Context: an optimization exercise on an open-source flow, tuned for small area. The choices shown serve that exercise and are no tape-out recipe.
In this exercise RTL edits were held to simulation tests only and were not proved equivalent to the original.
Power is estimated from default activity; no workload was simulated.

==> design.v <==
module q100_fetch(
    input clk,
	input rst,
	input  logic [32-1:0]     pc_flush_i,
	input  logic                        pc_flush_vld_i,
	input  logic                        pause_i,
	output logic [12-1:0] itcm_addr_o,
	input        [32-1:0] itcm_data_i,
	input        [7-1:0]      opcode_from_ID_i,
	input        [5-1:0]          rd_from_ID_i,
	output logic [32-1:0]     pc_o,
	output logic                        keep_o,
	output logic [5-1:0]         rs1_o,
	output logic [5-1:0]         rs2_o,
	output logic [5-1:0]          rd_o,
	output logic [3-1:0]      funct3_o,
	output logic [7-1:0]      funct7_o,
	output logic [32-1:0]         imm_o,
	output logic [7-1:0]      opcode_o
);
logic keep;
always_comb begin
    keep = (opcode_from_ID_i == 7'b0000011) & ((rd_from_ID_i == rs1_o | rd_from_ID_i == rs2_o)) ? 1'b1 : 1'b0;
end
assign keep_o = keep;
logic [32-1:0] pc;
logic [32-1:0] pc_add4;
assign pc_add4 = pc + 4;
always_ff @(posedge clk)
    if(rst) pc <= 0;
    else if(keep | pause_i) pc <= pc;
    else pc <= pc_flush_vld_i ? pc_flush_i+4 : pc_add4;
logic [32-1:0] pc_d;
always_ff @(posedge clk) pc_d <= pc_flush_vld_i ? pc_flush_i : pc;
assign itcm_addr_o = pc_flush_vld_i ? pc_flush_i : pc;
logic [32-1:0] instr, instr_d;
always_ff @(posedge clk)
    if(rst) instr_d <= itcm_data_i;
    else if(pc_d!=pc) instr_d <= itcm_data_i;
assign instr = (pc_d==pc) ? instr_d : itcm_data_i;
always_ff @(posedge clk) begin
    if(rst) begin
	    pc_o <= 0;
	    rs1_o <= 0;
	    rs2_o <= 0;
	    rd_o <= 0;
	    funct3_o <= 0;
	    funct7_o <= 0;
	    opcode_o <= 0;
		imm_o <= 0; 
	end
	else if(!keep) begin
	    pc_o <= pc_d;
		if( instr[6:0]==7'b0110111 ||
		    instr[6:0]==7'b0010111 ||
		    instr[6:0]==7'b1101111
		    )
	        rs1_o <= 0;
		else
		    rs1_o <= instr[19:15];
		if( instr[6:0]==7'b0110111 ||
		    instr[6:0]==7'b0010111 ||
		    instr[6:0]==7'b1101111 ||
		    instr[6:0]==7'b1100111 ||
		    instr[6:0]==7'b0000011 ||
		    instr[6:0]==7'b0010011 ||
			instr[6:0]==7'b1110011
		    )
		    rs2_o <= 0;
		else
	        rs2_o <= instr[24:20];
	    rd_o <= instr[11:7];
	    funct3_o <= instr[14:12];
	    funct7_o <= instr[31:25];
	    opcode_o <= instr[6:0];
	    if( (instr[6:0]==7'b1100111) ||
            (instr[6:0]==7'b0000011) ||
	    	(instr[6:0]==7'b0010011) ||
            (instr[6:0]==7'b0001111) ||
            (instr[6:0]==7'b1110011) )
	    	imm_o <= {{(32-12){instr[31]}}, instr[31:20]};
	    else if( (instr[6:0]==7'b0100011) )
	        imm_o <= {{(32-12){instr[31]}}, instr[31:25], instr[11:7]};
	    else if( (instr[6:0]==7'b1100011) )
	        imm_o <= {{(32-13){instr[31]}}, instr[31], instr[7], instr[30:25], instr[11:8], 1'b0};
	    else if( (instr[6:0]==7'b0110111) ||
                 (instr[6:0]==7'b0010111) )
	    	imm_o <= {instr[31:12], 12'h0};
	    else if( (instr[6:0]==7'b1101111) )
	        imm_o <= {{(32-21){instr[31]}}, instr[31], instr[19:12], instr[20], instr[30:21], 1'b0};
	    else imm_o <= 0;
	end
end
endmodule
module q100_decode(
    input     clk,
	input  logic [32-1:0]     pc_i,
	input  logic                        keep_i,
	input  logic [5-1:0]         rs1_i,
	input  logic [5-1:0]         rs2_i,
	input  logic [5-1:0]          rd_i,
	input  logic [3-1:0]      funct3_i,
	input  logic [7-1:0]      funct7_i,
	input  logic [32-1:0]         imm_i,
	input  logic [7-1:0]      opcode_i,
	input        [32-1:0][32-1:0] xn_i,
	input        [5-1:0]         rd_WB_i,
	input        [32-1:0]    xn_result_WB_i,
	input                              reg_wr_WB_i,
	output logic                       WB_o,
	output logic                       M_o,
	output logic                       EX_o,
	output logic                       CSR_o,
	output logic [32-1:0]    pc_o,
	output logic [32-1:0]    xn_rs1_o,
	output logic [32-1:0]    xn_rs2_o,
	output logic [5-1:0]        rs1_o,
	output logic [5-1:0]        rs2_o,
	output logic [5-1:0]         rd_o,
	output logic [3-1:0]     funct3_o,
	output logic [7-1:0]     funct7_o,
	output logic [7-1:0]     opcode_o,
	output logic [32-1:0]        imm_o
);
always_ff @(posedge clk) begin
	xn_rs1_o <= (opcode_i==7'b0010111) ? pc_i : 
	            (reg_wr_WB_i & (rs1_i==rd_WB_i)) ? xn_result_WB_i : xn_i[rs1_i];
	xn_rs2_o <= (reg_wr_WB_i & (rs2_i==rd_WB_i)) ? xn_result_WB_i : xn_i[rs2_i];
end
always_ff @(posedge clk) begin
    if(keep_i) begin
	    WB_o <= 1'b0;
		M_o <= 1'b0;
		EX_o <= 1'b0;
	end
    else begin
	    if(opcode_i==7'b0110111 ||
		   opcode_i==7'b0010111 ||
		   opcode_i==7'b1101111 ||
		   opcode_i==7'b1100111 ||
		   opcode_i==7'b0000011 ||
		   opcode_i==7'b0010011 ||
		   opcode_i==7'b0110011)
		    WB_o <= 1'b1;
		else WB_o <= 1'b0;
		if(opcode_i==7'b0000011 ||
		   opcode_i==7'b0100011)
		    M_o <= 1'b1;
		else M_o <= 1'b0;
		if(opcode_i==7'b0000011 ||
		   opcode_i==7'b0100011 ||
		   opcode_i==7'b0010011 ||
		   opcode_i==7'b0110011 ||
		   opcode_i==7'b0110111 ||
		   opcode_i==7'b0010111)
		    EX_o <= 1'b1;
		else EX_o <= 1'b0;
		if(opcode_i==7'b1110011)
		    CSR_o <= 1'b1;
		else
		    CSR_o <= 1'b0;
	end
end
always_ff @(posedge clk) begin
    if(keep_i) begin
	    pc_o <= 0;
        rs1_o <= 0;
	    rs2_o <= 0;
	    rd_o <= 0;
	    funct3_o <= 0;
	    funct7_o <= 0;
	    imm_o <= 0;
	    opcode_o <= 0;
	end
	else begin
        pc_o <= pc_i;
        rs1_o <= rs1_i;
	    rs2_o <= rs2_i;
	    rd_o <= rd_i;
	    funct3_o <= funct3_i;
	    funct7_o <= funct7_i;
	    imm_o <= imm_i;
	    opcode_o <= opcode_i;
	end
end
endmodule
module q100_alu(
    input  clk,
	input                              WB_i,
	input                              M_i,
	input                              EX_i,
	input                              CSR_i,
	input        [32-1:0]    pc_i,
	input        [32-1:0]    xn_rs1_i,
	input        [32-1:0]    xn_rs2_i,
	input        [5-1:0]        rs1_i,
	input        [5-1:0]        rs2_i,
	input        [5-1:0]         rd_i,
	input        [3-1:0]     funct3_i,
	input        [7-1:0]     funct7_i,
	input        [7-1:0]     opcode_i,
	input        [32-1:0]        imm_i,
	output logic [32-1:0]    pc_flush_o,
	output logic                       pc_flush_vld_o,
    input        [32-1:0]    WB_result_i,
	input                              WB_reg_wr_i,
	input        [5-1:0]         WB_rd_i,
	output logic                       WB_o,
	output logic                       CSR_o,
	output logic                       M_o,
	output logic                       reg_wr_o,
	output logic [32-1:0]    alu_result_o,
	output logic [32-1:0]    csr_value_o,
	output logic [12-1:0]   csr_addr_o,
	output logic [5-1:0]         rd_o,
	output logic [32-1:0]    xn_rs2_o,
	output logic [3-1:0]     funct3_o,
	output logic [7-1:0]     funct7_o,
	output logic [7-1:0]     opcode_o
);
typedef enum {PORT_RS, PORT_ALU, PORT_WB, PORT_IMM} t_alu_sel;
t_alu_sel porta_sel;
t_alu_sel portb_sel;
typedef enum {ALU_ADD, ALU_SUB, ALU_LT, ALU_LTU, ALU_SLL, ALU_SRL, ALU_SRA, ALU_AND, ALU_OR, ALU_XOR, ALU_IMM, ALU_MUL} t_alu_op;
t_alu_op alu_op_sel, alu_op_sel_d;
logic [32-1:0]    alu_result_r;
always_comb begin
    if(reg_wr_o & (rd_o!=0) & (rd_o==rs1_i)) 
	    porta_sel = PORT_ALU;
	else if(WB_reg_wr_i & (WB_rd_i!=0) & (rd_o!=rs1_i) & (WB_rd_i==rs1_i))
	    porta_sel = PORT_WB;
	else
	    porta_sel = PORT_RS;
	if(opcode_i==7'b0010011 ||
	   opcode_i==7'b0110111 ||
	   opcode_i==7'b0010111 ||
	   opcode_i==7'b0000011 ||
	   opcode_i==7'b0100011)
	    portb_sel = PORT_IMM;
	else if(reg_wr_o & (rd_o!=0) & (rd_o==rs2_i)) 
	    portb_sel = PORT_ALU; 
	else if(WB_reg_wr_i & (WB_rd_i!=0) & (rd_o!=rs2_i) & (WB_rd_i==rs2_i))
	    portb_sel = PORT_WB;
	else
	    portb_sel = PORT_RS;
end
always_comb begin
    casez({EX_i, opcode_i, funct3_i})
	{1'b1, 7'b0110111, {3{1'b?}}} : 
	    alu_op_sel = ALU_IMM;
	{1'b1, 7'b0000011, {3{1'b?}}} : 
	    alu_op_sel = ALU_ADD;
	{1'b1, 7'b0100011, {3{1'b?}}} :
	    alu_op_sel = ALU_ADD;
	{1'b1, 7'b0010011, 3'b000} :
	    alu_op_sel = ALU_ADD;
	{1'b1, 7'b0010011, 3'b010} :
	    alu_op_sel = ALU_LT;
	{1'b1, 7'b0010011, 3'b011} :
	    alu_op_sel = ALU_LTU;
	{1'b1, 7'b0010011, 3'b100} :
	    alu_op_sel = ALU_XOR;
	{1'b1, 7'b0010011, 3'b110} :
	    alu_op_sel = ALU_OR;
	{1'b1, 7'b0010011, 3'b111} :
	    alu_op_sel = ALU_AND;
	{1'b1, 7'b0010011, 3'b001} :
	    alu_op_sel = ALU_SLL;
	{1'b1, 7'b0010011, 3'b101} :
	    alu_op_sel = funct7_i[5] ? ALU_SRA : ALU_SRL;
	{1'b1, 7'b0110011, 3'b000} :
	    alu_op_sel = funct7_i[0] ? ALU_MUL : (funct7_i[5] ? ALU_SUB : ALU_ADD);
	{1'b1, 7'b0110011, 3'b001} :
	    alu_op_sel = ALU_SLL;
	{1'b1, 7'b0110011, 3'b010} :
	    alu_op_sel = ALU_LT;
	{1'b1, 7'b0110011, 3'b011} :
	    alu_op_sel = ALU_LTU;
	{1'b1, 7'b0110011, 3'b100} :
	    alu_op_sel = ALU_XOR;
	{1'b1, 7'b0110011, 3'b101} :
	    alu_op_sel = funct7_i[5] ? ALU_SRA : ALU_SRL;
	{1'b1, 7'b0110011, 3'b110} :
	    alu_op_sel = ALU_OR;
	{1'b1, 7'b0110011, 3'b111} :
	    alu_op_sel = ALU_AND;
	default:
	    alu_op_sel = ALU_ADD;
	endcase
end
always_ff @(posedge clk) alu_op_sel_d <= alu_op_sel;
logic [32-1:0] alu_porta, alu_portb;
always_comb begin
    case(porta_sel)
	PORT_RS : alu_porta = xn_rs1_i;
	PORT_ALU: alu_porta = alu_result_o;
	PORT_WB : alu_porta = WB_result_i;
	default : alu_porta = xn_rs1_i;
	endcase
	case(portb_sel)
	PORT_RS : alu_portb = xn_rs2_i;
	PORT_ALU: alu_portb = alu_result_o;
	PORT_WB : alu_portb = WB_result_i;
	PORT_IMM: alu_portb = imm_i;
	default : alu_portb = xn_rs2_i;
	endcase
end
logic branch_en;
always_comb begin
    casez({opcode_i, funct3_i})
	{7'b1101111, {3{1'b?}}} : branch_en = 1'b1;
	{7'b1100111, {3{1'b?}}} : branch_en = 1'b1;
	{7'b1100011, 3'b000} : 
	    branch_en = (alu_porta==alu_portb) ? 1'b1 : 1'b0;
	{7'b1100011, 3'b001} :
	    branch_en = (alu_porta!=alu_portb) ? 1'b1 : 1'b0;
	{7'b1100011, 3'b100} :
	    branch_en = ($signed(alu_porta)<$signed(alu_portb)) ? 1'b1 : 1'b0;
	{7'b1100011, 3'b101} :
	    branch_en = ($signed(alu_porta)>=$signed(alu_portb)) ? 1'b1 : 1'b0;
	{7'b1100011, 3'b110} :
	    branch_en = (alu_porta<alu_portb) ? 1'b1 : 1'b0;
	{7'b1100011, 3'b111} :
	    branch_en = (alu_porta>=alu_portb) ? 1'b1 : 1'b0;
	default: branch_en = 1'b0;
	endcase
end
always_ff @(posedge clk) begin
    pc_flush_o <= (opcode_i==7'b1100111) ? alu_porta + imm_i : pc_i + imm_i;
    pc_flush_vld_o <= branch_en;
end
logic [2:0] branch_en_d;
always_ff @(posedge clk) branch_en_d <= {branch_en_d[1:0], branch_en};
logic signed [32-1:0] alu_dsp;
always_ff @(posedge clk)
    alu_dsp <= $signed(alu_porta[16-1:0]) * $signed(alu_portb[16-1:0]);
logic [32-1:0] alu_result;
always_comb begin
    case(alu_op_sel)
	ALU_ADD: alu_result = alu_porta + alu_portb;
	ALU_SUB: alu_result = alu_porta - alu_portb;
	ALU_LT : alu_result = ($signed(alu_porta) < $signed(alu_portb)) ? 'h1 : 'h0;
	ALU_LTU: alu_result = (alu_porta < alu_portb) ? 'h1 : 'h0;
	ALU_SLL: alu_result = alu_porta << (alu_portb[4:0]);
	ALU_SRL: alu_result = alu_porta >> (alu_portb[4:0]);
	ALU_SRA: alu_result = $signed(alu_porta) >>> (alu_portb[4:0]);
	ALU_AND: alu_result = alu_porta & alu_portb;
	ALU_OR : alu_result = alu_porta | alu_portb;
	ALU_XOR: alu_result = alu_porta ^ alu_portb;
	ALU_IMM: alu_result = alu_portb;
	default: alu_result = alu_portb;
	endcase
end
always_ff @(posedge clk) begin
    WB_o <= WB_i & (branch_en_d==0);
	M_o <= M_i & (branch_en_d==0);
	reg_wr_o <= ( (opcode_i==7'b0000011) |
                  (opcode_i==7'b0010011) |
				  (opcode_i==7'b0110011) |
				  (opcode_i==7'b0010111) |
				  (opcode_i==7'b0110111)) ?
				  1'b1 : 1'b0;
	alu_result_r <= alu_result;
	rd_o <= rd_i;
	funct3_o <= funct3_i;
	funct7_o <= funct7_i;
	if(reg_wr_o & (rd_o!=0) & (rd_o==rs2_i)) 
	    xn_rs2_o <= alu_result_o;
	else if(WB_reg_wr_i & (WB_rd_i!=0) & (rd_o!=rs2_i) & (WB_rd_i==rs2_i))
	    xn_rs2_o <= WB_result_i;
	else xn_rs2_o <= xn_rs2_i;
	opcode_o <= opcode_i;
end
assign alu_result_o = (alu_op_sel_d==ALU_MUL) ? alu_dsp : alu_result_r;
always_ff @(posedge clk) begin
    CSR_o <= CSR_i & (branch_en_d==0);
	csr_value_o <= (funct3_i==3'b001 ||
	                funct3_i==3'b010 ||
					funct3_i==3'b011) ?
					xn_rs1_i : {{(32-5){1'b0}}, rs1_i};
	csr_addr_o <= imm_i[12-1:0];
end
endmodule
module q100_mem(
    input  clk,
	input                              WB_i,
	input                              CSR_i,
	input                              M_i,
	input                              reg_wr_i,
	input        [32-1:0]    alu_result_i,
	input        [32-1:0]    csr_value_i,
	input        [12-1:0]   csr_addr_i,
	input        [5-1:0]         rd_i,
	input        [32-1:0]    xn_rs2_i,
	input        [3-1:0]     funct3_i,
	input        [7-1:0]     funct7_i,
	input        [7-1:0]     opcode_i,
    output logic [17-1:0]dtcm_rw_addr_o,
	input        [32-1:0]dtcm_rd_data_i,
	output logic [32-1:0]dtcm_wr_data_o,
	output logic [4-1:0]      dtcm_rw_en_o,  
	output logic                       WB_o,
    output logic                       CSR_o,
	output logic [32-1:0]    csr_value_o,
	output logic [12-1:0]   csr_addr_o,
	output logic [7-1:0]     opcode_o,
	output logic [32-1:0]    dtcm_rd_data_o,
	output logic [32-1:0]    alu_result_o,
	output logic                       wb_sel_o,  
	output logic [5-1:0]         rd_o
);
always_comb begin
    dtcm_rw_addr_o = alu_result_i[17-1:0];
	dtcm_wr_data_o = xn_rs2_i;
	dtcm_rw_en_o[0] = (opcode_i==7'b0100011) ? M_i : 1'b0;
	dtcm_rw_en_o[1] = ((opcode_i==7'b0100011) & (funct3_i!=3'b000)) ? M_i : 1'b0;
	dtcm_rw_en_o[2] = ((opcode_i==7'b0100011) & (funct3_i==3'b010)) ? M_i : 1'b0;
	dtcm_rw_en_o[3] = ((opcode_i==7'b0100011) & (funct3_i==3'b010)) ? M_i : 1'b0;
end
always_comb begin
    dtcm_rd_data_o = dtcm_rd_data_i;
end
always_ff @(posedge clk) begin
    WB_o <= WB_i;
	opcode_o <= opcode_i;
	alu_result_o <= alu_result_i;
	wb_sel_o <= (opcode_i==7'b0000011) ? 1'b1 : 1'b0;
	rd_o <= rd_i;
	CSR_o <= CSR_i;
	csr_value_o <= csr_value_i;
	csr_addr_o <= csr_addr_i;
end
endmodule
module q100_wb(
    input  clk,
	input                              WB_i,
	input                              CSR_i,
	input        [32-1:0]    csr_value_i,
	input        [12-1:0]   csr_addr_i,
	input        [7-1:0]     opcode_i,
	input        [32-1:0]    dtcm_rd_data_i,
	input        [32-1:0]    alu_result_i,
	input                              wb_sel_i,  
	input        [5-1:0]         rd_i,
	output logic [32-1:0]    csr_value_o,
	output logic [12-1:0]   csr_addr_o,
	output logic                       csr_vld_o,
    output logic [32-1:0]    xn_result_o,
	output logic [32-1:0]        xn_wr_en_o,
	output logic                       reg_wr,
	output logic [5-1:0]         rd_o
);
assign xn_result_o = wb_sel_i ? dtcm_rd_data_i : alu_result_i;
assign xn_wr_en_o[0] = 1'b0;  
generate
    for(genvar i=1; i<32; i++) begin : write_enable_search
	    assign xn_wr_en_o[i] = (rd_i==i) ? WB_i : 1'b0;
	end
endgenerate
assign reg_wr = WB_i;
assign rd_o = rd_i;
assign csr_vld_o = CSR_i;
assign csr_value_o = csr_value_i;
assign csr_addr_o = csr_addr_i;
endmodule
module q100_exu_registers(
    input clk,
	input rst,
	output [32-1:0][32-1:0] xn_o,
	input  [32-1:0]               xn_i,
	input  [32-1:0]                   xn_i_vld
);
assign x0_zero = 32'h0;
assign xn_o[0] = 32'h0;
logic [32-1:0] xn[32-1:0];
generate
    for(genvar i=1; i<32; i++) begin : key_registers
	    always_ff @(posedge clk)
		    if(rst)
			    xn[i] <= 0;
			else if(xn_i_vld[i])
			    xn[i] <= xn_i;
		assign xn_o[i] = xn[i];
	end
endgenerate
endmodule
module q100_exu_csr(
    input clk,
	input rst,
    input        [32-1:0]      csr_i,
	output logic [32-1:0]      csr_o,
	input        [12-1:0] csr_addr_i,
	input                            csr_vld_i,
	output logic done_intr
);
logic [31:0] mtvec;
logic [31:0] mepc;
logic [31:0] mcause;
logic [31:0] mie;
logic [31:0] mip;
logic [31:0] mtval;
logic [31:0] mscratch;
logic [31:0] mstatus;
logic [31:0] done_status;
always_ff @(posedge clk)
    if(rst) done_status <= 0;
	else if(csr_vld_i && (csr_addr_i==12'h0)) done_status <= csr_i;
always_comb begin
    case(csr_addr_i)
	12'h0: csr_o = done_status;
	default: csr_o = 0;
	endcase
end
assign done_intr = done_status[0];
endmodule
module q100_exu(
    input clk,
	input rst,
	output logic [12-1:0] itcm_addr_o,
	output logic                        itcm_we_o,
	input        [32-1:0] itcm_data_i,
	output logic [32-1:0] itcm_data_o,
	output logic [17-1:0] dtcm_addr_o,
	output logic [4-1:0]       dtcm_we_o,
	input        [32-1:0] dtcm_data_i,
	output logic [32-1:0] dtcm_data_o,
	output logic                        done_intr_o
);
logic [32-1:0]     pc_fetch_decode;
logic                        keep_fetch_decode;
logic [5-1:0]         rs1_fetch_decode;
logic [5-1:0]         rs2_fetch_decode;
logic [5-1:0]          rd_fetch_decode;
logic [3-1:0]      funct3_fetch_decode;
logic [7-1:0]      funct7_fetch_decode;
logic [32-1:0]         imm_fetch_decode;
logic [7-1:0]      opcode_fetch_decode;
logic [5-1:0]          rd_decode_fetch;
logic [7-1:0]      opcode_decode_fetch;
logic                        WB_decode_alu;
logic                        CSR_decode_alu;
logic                        M_decode_alu;
logic                        EX_decode_alu;
logic [32-1:0]     pc_decode_alu;
logic [32-1:0]     xn_rs1_decode_alu;
logic [32-1:0]     xn_rs2_decode_alu;
logic [5-1:0]         rs1_decode_alu;
logic [5-1:0]         rs2_decode_alu;
logic [5-1:0]          rd_decode_alu;
logic [3-1:0]      funct3_decode_alu;
logic [7-1:0]      funct7_decode_alu;
logic [7-1:0]      opcode_decode_alu;
logic [32-1:0]         imm_decode_alu;
logic [32-1:0]     pc_flush_alu_fetch;
logic                        pc_flush_vld_alu_fetch;
logic                        WB_alu_mem;
logic                        CSR_alu_mem;
logic                        M_alu_mem;
logic                        reg_wr_alu_mem;
logic [32-1:0]     alu_result_alu_mem;
logic [32-1:0]         csr_value_alu_mem;
logic [12-1:0]    csr_addr_alu_mem;
logic [5-1:0]          rd_alu_mem;
logic [32-1:0]     xn_rs2_alu_mem;
logic [3-1:0]      funct3_alu_mem;
logic [7-1:0]      funct7_alu_mem;
logic [7-1:0]      opcode_alu_mem;
logic                        WB_mem_wb;
logic                        CSR_mem_wb;
logic [32-1:0]         csr_value_mem_wb;
logic [12-1:0]    csr_addr_mem_wb;
logic [7-1:0]      opcode_mem_wb;
logic [32-1:0]     dtcm_rd_data_mem_wb;
logic [32-1:0]     alu_result_mem_wb;
logic                        wb_sel_mem_wb;
logic [5-1:0]          rd_mem_wb;
logic [32-1:0]     xn_result_wb_reg;
logic [32-1:0]         xn_wr_en_wb_reg;
logic [32-1:0]     xn_result_wb_alu;
logic [32-1:0]     xn_result_wb_decode;
logic                        reg_wr_wb_alu;
logic                        reg_wr_wb_decode;
logic [5-1:0]          rd_wb_alu;
logic [5-1:0]          rd_wb_decode;
logic                        csr_vld_wb_csr;
logic [32-1:0]         csr_value_wb_csr;
logic [12-1:0]    csr_addr_wb_csr;
logic [32-1:0][32-1:0] xn_reg_decode;
q100_fetch u_fetch(
    .clk,
	.rst,
	.pc_flush_i     (pc_flush_alu_fetch),
	.pc_flush_vld_i (pc_flush_vld_alu_fetch),
	.pause_i        (done_intr_o),
	.itcm_addr_o,
	.itcm_data_i,
	.opcode_from_ID_i(opcode_decode_fetch),
	.rd_from_ID_i    (rd_decode_fetch),
	.pc_o            (pc_fetch_decode),
	.keep_o          (keep_fetch_decode),
	.rs1_o           (rs1_fetch_decode),
	.rs2_o           (rs2_fetch_decode),
	.rd_o            (rd_fetch_decode),
	.funct3_o        (funct3_fetch_decode),
	.funct7_o        (funct7_fetch_decode),
	.imm_o           (imm_fetch_decode),
	.opcode_o        (opcode_fetch_decode)
);
assign rd_decode_fetch = rd_decode_alu;
assign opcode_decode_fetch = opcode_decode_alu;
q100_decode u_decode(
    .clk,
	.pc_i      (pc_fetch_decode),
	.keep_i    (keep_fetch_decode),
	.rs1_i     (rs1_fetch_decode),
	.rs2_i     (rs2_fetch_decode),
	.rd_i      (rd_fetch_decode),
	.funct3_i  (funct3_fetch_decode),
	.funct7_i  (funct7_fetch_decode),
	.imm_i     (imm_fetch_decode),
	.opcode_i  (opcode_fetch_decode),
	.xn_i           (xn_reg_decode),
	.rd_WB_i        (rd_wb_decode),
	.xn_result_WB_i (xn_result_wb_decode),
	.reg_wr_WB_i    (reg_wr_wb_decode),
	.WB_o        (WB_decode_alu),
	.CSR_o       (CSR_decode_alu),
	.M_o         (M_decode_alu),
	.EX_o        (EX_decode_alu),
	.pc_o        (pc_decode_alu),
	.xn_rs1_o    (xn_rs1_decode_alu),
	.xn_rs2_o    (xn_rs2_decode_alu),
	.rs1_o       (rs1_decode_alu),
	.rs2_o       (rs2_decode_alu),
	.rd_o        (rd_decode_alu),
	.funct3_o    (funct3_decode_alu),
	.funct7_o    (funct7_decode_alu),
	.opcode_o    (opcode_decode_alu),
	.imm_o       (imm_decode_alu)
);
assign xn_result_wb_decode = xn_result_wb_alu;
assign rd_wb_decode = rd_wb_alu;
assign reg_wr_wb_decode = reg_wr_wb_alu;
q100_alu u_alu(
    .clk,
	.WB_i      (WB_decode_alu),
	.CSR_i     (CSR_decode_alu),
	.M_i       (M_decode_alu),
	.EX_i      (EX_decode_alu),
	.pc_i      (pc_decode_alu),
	.xn_rs1_i  (xn_rs1_decode_alu),
	.xn_rs2_i  (xn_rs2_decode_alu),
	.rs1_i     (rs1_decode_alu),
	.rs2_i     (rs2_decode_alu),
	.rd_i      (rd_decode_alu),
	.funct3_i  (funct3_decode_alu),
	.funct7_i  (funct7_decode_alu),
	.opcode_i  (opcode_decode_alu),
	.imm_i     (imm_decode_alu),
	.pc_flush_o     (pc_flush_alu_fetch),
	.pc_flush_vld_o (pc_flush_vld_alu_fetch),
    .WB_result_i(xn_result_wb_alu),
	.WB_reg_wr_i(reg_wr_wb_alu),
	.WB_rd_i    (rd_wb_alu),
	.WB_o        (WB_alu_mem),
	.CSR_o       (CSR_alu_mem),
	.M_o         (M_alu_mem),
	.reg_wr_o    (reg_wr_alu_mem),
	.alu_result_o(alu_result_alu_mem),
	.csr_value_o (csr_value_alu_mem),
	.csr_addr_o  (csr_addr_alu_mem),
	.rd_o        (rd_alu_mem),
	.xn_rs2_o    (xn_rs2_alu_mem),
	.funct3_o    (funct3_alu_mem),
	.funct7_o    (funct7_alu_mem),
	.opcode_o    (opcode_alu_mem)
);
q100_mem u_mem(
    .clk,
	.WB_i        (WB_alu_mem),
	.CSR_i       (CSR_alu_mem),
	.M_i         (M_alu_mem),
	.reg_wr_i    (reg_wr_alu_mem),
	.alu_result_i(alu_result_alu_mem),
	.csr_value_i (csr_value_alu_mem),
	.csr_addr_i  (csr_addr_alu_mem),
	.rd_i        (rd_alu_mem),
	.xn_rs2_i    (xn_rs2_alu_mem),
	.funct3_i    (funct3_alu_mem),
	.funct7_i    (funct7_alu_mem),
	.opcode_i    (opcode_alu_mem),
    .dtcm_rw_addr_o (dtcm_addr_o),
	.dtcm_rd_data_i (dtcm_data_i),
	.dtcm_wr_data_o (dtcm_data_o),
	.dtcm_rw_en_o   (dtcm_we_o),  
	.WB_o           (WB_mem_wb),
	.CSR_o          (CSR_mem_wb),
	.csr_value_o    (csr_value_mem_wb),
	.csr_addr_o     (csr_addr_mem_wb),
	.opcode_o       (opcode_mem_wb),
	.dtcm_rd_data_o (dtcm_rd_data_mem_wb),
	.alu_result_o   (alu_result_mem_wb),
	.wb_sel_o       (wb_sel_mem_wb),
	.rd_o           (rd_mem_wb)
);
q100_wb u_wb(
    .clk,	
	.WB_i           (WB_mem_wb),
	.CSR_i          (CSR_mem_wb),
	.csr_value_i    (csr_value_mem_wb),
	.csr_addr_i     (csr_addr_mem_wb),
	.opcode_i       (opcode_mem_wb),
	.dtcm_rd_data_i (dtcm_rd_data_mem_wb),
	.alu_result_i   (alu_result_mem_wb),
	.wb_sel_i       (wb_sel_mem_wb),
	.rd_i           (rd_mem_wb),
	.csr_value_o    (csr_value_wb_csr),
	.csr_addr_o     (csr_addr_wb_csr),
	.csr_vld_o      (csr_vld_wb_csr),
    .xn_result_o    (xn_result_wb_reg),
	.xn_wr_en_o     (xn_wr_en_wb_reg),
	.reg_wr         (reg_wr_wb_alu),
	.rd_o           (rd_wb_alu)
);
assign xn_result_wb_alu = xn_result_wb_reg;
q100_exu_registers u_registers(
    .clk,
	.rst,
	.xn_o     (xn_reg_decode),
	.xn_i     (xn_result_wb_reg),
	.xn_i_vld (xn_wr_en_wb_reg)
);
q100_exu_csr u_csr(
    .clk,
	.rst,
    .csr_i     (csr_value_wb_csr),
	.csr_o     (),
	.csr_addr_i(csr_addr_wb_csr),
	.csr_vld_i (csr_vld_wb_csr),
	.done_intr (done_intr_o)
);
endmodule
module q100_core
(
    input clk,
	input rst,
    output [12-1:0] itcm_addr_o,
    input  [32-1:0] itcm_din_i,
    output [17-1:0] dtcm_addr_o,
    output [4-1:0]       dtcm_we_o,
    output [32-1:0] dtcm_dout_o,
    input  [32-1:0] dtcm_din_i,
	output                        done_intr_o
);
q100_exu u_exu(
    .clk,
	.rst,
	.itcm_addr_o  (itcm_addr_o),
	.itcm_we_o    (),
	.itcm_data_i  (itcm_din_i),
	.itcm_data_o  (),
	.dtcm_addr_o  (dtcm_addr_o),
	.dtcm_we_o    (dtcm_we_o),
	.dtcm_data_i  (dtcm_din_i),
	.dtcm_data_o  (dtcm_dout_o),
	.done_intr_o  (done_intr_o)
);
endmodule
==> run.sh <==
#!/bin/bash
# synth_recipe.tcl (not shown) runs the flow's synth.tcl, then flattens the netlist and writes it again
# the make line also repeats each setting of config.mk as NAME=value (left out here)
make -C /OpenROAD-flow-scripts/flow DESIGN_CONFIG=/design/flow/config.mk WORK_HOME=/design/flow/orfs CLKGATE_MAP_FILE= SYNTH_SCRIPT=/design/flow/synth_recipe.tcl finish
==> config.mk <==
export PLATFORM = sky130hd
export DESIGN_NAME = q100_core
export DESIGN_NICKNAME = q100_core
export VERILOG_FILES = /design/flow/design.v
export SDC_FILE = /design/flow/constraint.sdc
export NUM_CORES = 4
export LEC_CHECK = 0
export CAP_MARGIN = 20
export CORE_MARGIN = 2
export CORE_UTILIZATION = 40
export SLEW_MARGIN = 20
==> constraint.sdc <==
create_clock -name core_clock -period 10.0 [get_ports {clk}]
set_input_delay 2.0000 -clock core_clock [delete_from_list [all_inputs] [get_ports {clk}]]
set_output_delay 2.0000 -clock core_clock [all_outputs]
set_load 0.01 [all_outputs]
==> run notes <==
-- per-layer routing --
layer	part of all wire, %	GRT usage (%)	wire length, µm	vias up
li1	-	-	-	32300
met1	40	39.3	140000	36400
met2	46	47.7	159000	3489
met3	7.8	4.97	27100	783
met4	6.4	16.8	22300	2
met5	0.0037	0	13	-
-- Yosys cell counts, types with 12 or more instances --
library cell	number	share of area, %
mux2i_1	249	2.8
nor3_1	72	0.41
a221oi_1	21	0.21
o22ai_1	24	0.17
xor2_1	78	0.77
nand4_1	27	0.19
a21oi_1	309	1.7
buf_1	82	0.35
and2_1	102	0.72
mux4_2	577	15
dfxtp_1	1526	34
fa_1	265	6.0
ha_1	212	3.0
a31oi_1	31	0.22
o221ai_1	16	0.16
nand3_1	82	0.46
or3_1	20	0.14
o21a_1	48	0.41
buf_4	26	0.22
o211ai_1	36	0.30
xnor2_1	113	1.1
o21ai_0	202	1.1
nand2b_1	25	0.18
nor2_1	1471	6.2
clkinv_1	12	0.051
inv_1	424	1.8
and3_1	25	0.18
nor4_1	31	0.22
a22oi_1	44	0.37
a21o_1	36	0.30
o21bai_1	26	0.22
nor2b_1	26	0.18
nand2_1	560	2.4
buf_2	38	0.21
a22o_1	65	0.64
clkbuf_1	697	2.9
a211oi_1	1057	8.9
or2_2	13	0.091
edfxtp_1	33	1.1
mux2_2	177	2.2
-- layout make-up --
| type | instances | area, µm² | area share, % |
|---|---|---|---|
| repair buffers | 408 | 3600 | 3.62 |
| multi-input cells | 6249 | 53000 | 53.4 |
| diodes | 7 | 17.5 | 0.0177 |
| clock inverters | 58 | 683 | 0.688 |
| inverters | 447 | 1690 | 1.70 |
| well taps | 2975 | 3720 | 3.75 |
| clock buffers | 250 | 4940 | 4.97 |
| flip-flops and latches | 1559 | 31600 | 31.8 |
-- registers in the layout (all words and copies together) (netlist names), 7 cells and up --
name	count
u_exu.u_alu.alu_result_r	32
u_exu.u_fetch.pc_o	32
u_exu.u_alu.csr_addr_o	12
u_exu.u_decode.pc_o	32
u_exu.u_registers.xn	992
u_exu.u_alu.pc_flush_o	32
u_exu.u_alu.opcode_o	7
u_exu.u_fetch.pc_d	32
u_exu.u_decode.xn_rs1_o	32
u_exu.u_fetch.pc	32
u_exu.u_alu.xn_rs2_o	32
u_exu.u_fetch.instr_d	32
u_exu.u_fetch.opcode_o	7
u_exu.u_alu.alu_dsp	32
u_exu.u_decode.imm_o	32
u_exu.u_mem.csr_addr_o	12
u_exu.u_decode.xn_rs2_o	32
u_exu.u_mem.alu_result_o	32
u_exu.u_fetch.imm_o	32
u_exu.u_decode.opcode_o	7
-- cells in the final DEF (no fill, tap or decap), types with 25 or more instances in the layout --
master and count:
inv_1 423, nor2_4 28, a21o_1 36, xnor2_1 113, o211ai_1 36, dfxtp_1 1514
mux2i_1 217, clkinv_2 29, nand2b_1 25, mux4_2 577, xor2_1 78, and2_1 102
clkbuf_16 172, clkdlybuf4s50_1 130, nand2_1 560, nor2_1 1443, a31oi_1 31, fa_1 265
o21a_1 47, buf_4 263, clkbuf_8 34, nand3_1 82, nand4_1 27, o21ai_0 198
edfxtp_1 33, a22oi_1 44, nor4_1 31, a21oi_1 309, mux2i_4 35, o21bai_1 26
clkbuf_1 44, ha_1 212, nor3_1 66, a211oi_1 1057, a22o_1 65, mux2_2 177
-- final timing paths --
path | endpoint | slack [ns] | cells after the start
worst max-delay path | u_exu.u_alu.alu_dsp[30]$_DFF_P_ | 0.46 | 29
worst min-delay path | u_exu.u_mem.csr_addr_o[0]$_DFF_P_ | 0.32 | 0
worst max register to register | u_exu.u_alu.alu_dsp[30]$_DFF_P_ | 0.46 | 29
worst min register to register | u_exu.u_mem.csr_addr_o[0]$_DFF_P_ | 0.32 | 0
-- logic make-up after synthesis --
logic type,after synthesis,share of synthesized area (%)
AOI/OAI and AO/OA,2072,16.4
xor gates and xnor gates,191,1.88
adders and majority gates,477,8.95
buffers and inverters,1301,5.75
DFF,1559,35.5
muxes,1013,19.8
and+or+nand+nor,2496,11.7
-- through the flow --
step                      power, µW  area, µm²  hold slack, ns  setup WS (ns)  util, %
after floorplan                7970      89000           0.310          0.583        -
after global placement         8790      93500           0.312          0.196     42.2
after detailed placement       8790      93500           0.312          0.278     42.2
after CTS                     15100      99100           0.327          0.508     44.7
after global routing          15500      99200           0.328         0.0796     44.8
final                         15100      99200           0.324          0.458     44.8
-- where the power goes --
| part | internal [µW] | switching (µW) |
|---|---|---|
| logic | 738 | 1390 |
| clock network | 3630 | 2750 |
| registers | 6370 | 208 |
| total | 10700 | 4350 |
-- worst max-delay path, delay by kind of cell, from the launching register on --
family,cells,cell delay (ns)
fa+ha+maj,7,3.20
compound gates,7,2.87
simple gates,8,1.48
buf+inv,6,0.99
flops,1,0.61
mux,1,0.20
==> results.sh <==
export IMPL_route_detailed_wl_per_inst_um=29.1
export IMPL_hpwlAfterDp_um=234000
export IMPL_syn_avg_cell_area_um2=9.77
export IMPL_crit_required_ns=10.68
export IMPL_r2r_start="u_exu.u_mem.rd_o[1]$_DFF_P_"
export IMPL_initial_utilization_pct=40.1
export IMPL_synth_main_ff_cell="dfxtp_1"
export IMPL_clock_sinks=1559
export IMPL_rsz0062_at_grt="false"
export IMPL_place_inst=11600
export IMPL_synth_edf_count=33
export IMPL_async_flop_share_pct=0
export IMPL_setup_viol=0
export IMPL_worstPathMaxFanout=10
export IMPL_hold_buffers=0
export IMPL_tightest_slew_ns=1.25
export IMPL_ir_worst_vdd_mv=0.156
export IMPL_drtPass1Iterations=8
export IMPL_fill_cells=21000
export IMPL_htreeDepth=4
export IMPL_slowest_delay_ns=0.77
export IMPL_overflow=0
export IMPL_yosys_register_bits=1559
export IMPL_post_cts_buffers=0
export IMPL_syn_inst=9109
export IMPL_clockRootBuffer="clkbuf_16"
export IMPL_synth_nets=9652
export IMPL_leakagePower_uw=0.0359
export IMPL_drive_gt1_share_pct=16.1
export IMPL_final_cells=12000
export IMPL_antenna_left=0
export IMPL_status="finished clean"
export IMPL_wirelength_um=348000
export IMPL_viasPerCell=6.10
export IMPL_drcViolationCount=0
export IMPL_grt_usage_pct=30.2
export IMPL_hold_violations=0
export IMPL_hold_start="u_exu.u_alu.csr_addr_o[0]$_DFF_P_"
export IMPL_cts_tree="yes"
export IMPL_pin_count=132
export IMPL_numPortBuffers=131
export IMPL_crit_arrival_ns=10.23
export IMPL_clock_path_buffers=3
export IMPL_period_needed_ns=9.54
export IMPL_path_class="reg2reg"
export IMPL_drt_iter0_drc=7847
export IMPL_fp_coreArea_mm2=0.222
export IMPL_relSlewSlack_pct=16.1
export IMPL_final_nets=9379
export IMPL_insertion_delay_ns=0.85
export IMPL_netlist_area_mm2=0.0890
export IMPL_die_h_um=476
export IMPL_yosysWarnings=8
export IMPL_yosys_cell_types_count=104
export IMPL_slew_viol_final=0
export IMPL_grt_max_degree=230
export IMPL_worstHoldPathType="reg2reg"
export IMPL_crit_path_end_kind="flop"
export IMPL_syn_to_final_growth_pct=11.6
export IMPL_period_share_pct=95.4
export IMPL_die_area_mm2=0.226
export IMPL_path_common_cell="fa_1"
export IMPL_crit_slowest_cell="o21ai_1"
export IMPL_grt_pass1_vias=70700
export IMPL_critPathLaunch="u_exu.u_mem.rd_o[1]$_DFF_P_"
export IMPL_antenna_found_initial=13
export IMPL_post_cts_resized=0
export IMPL_powerDensity_mw_per_mm2=152
export IMPL_start_kind="flop"
export IMPL_fmax_mhz=105
export IMPL_yosysSeqAreaShare_pct=35.5
export IMPL_cts_clk_slew_worst_paths_ns=0.06
export IMPL_route_vias_total=72900
export IMPL_die_w_um=476
export IMPL_rows=173
export IMPL_cts_buffers_inserted=171
export IMPL_gp_congestion=1.02
export IMPL_finalSetupTns_ns=0
export IMPL_maxCapViolCount=0
export IMPL_worst_clock_skew_ns=0.0627
export IMPL_grt_first_pass_wirelength_um=502000

re-timing with driven ports:
No port has a modelled driver above. Below, the same layout with a new extraction and two added sets of constraints.
Step 1 assumes that a clkbuf_16 drives the clock port and a buf_2 every other input.
Step 2 adds t to the input delays and takes it off the output delays; t is the mean of the earliest and latest rising clock arrival at the registers after step 1. Input paths then give back, and output paths get back, about the clock's delay inside the block.
a / b / c = no drivers / after step 1 / after step 2; a / b = the first two.
shift t [ns]: 0.912
setup WS [ns]: 0.458 / 0.458 / 0.080
worst hold slack (ns): 0.324 / 0.324 / 0.324
slew at the worst register clock pin (ns): 0.07 / 0.07
After both steps setup and hold are still met in this run. The setup slack of this run moves by 0.000 ns with the drivers and by -0.378 ns with both steps.
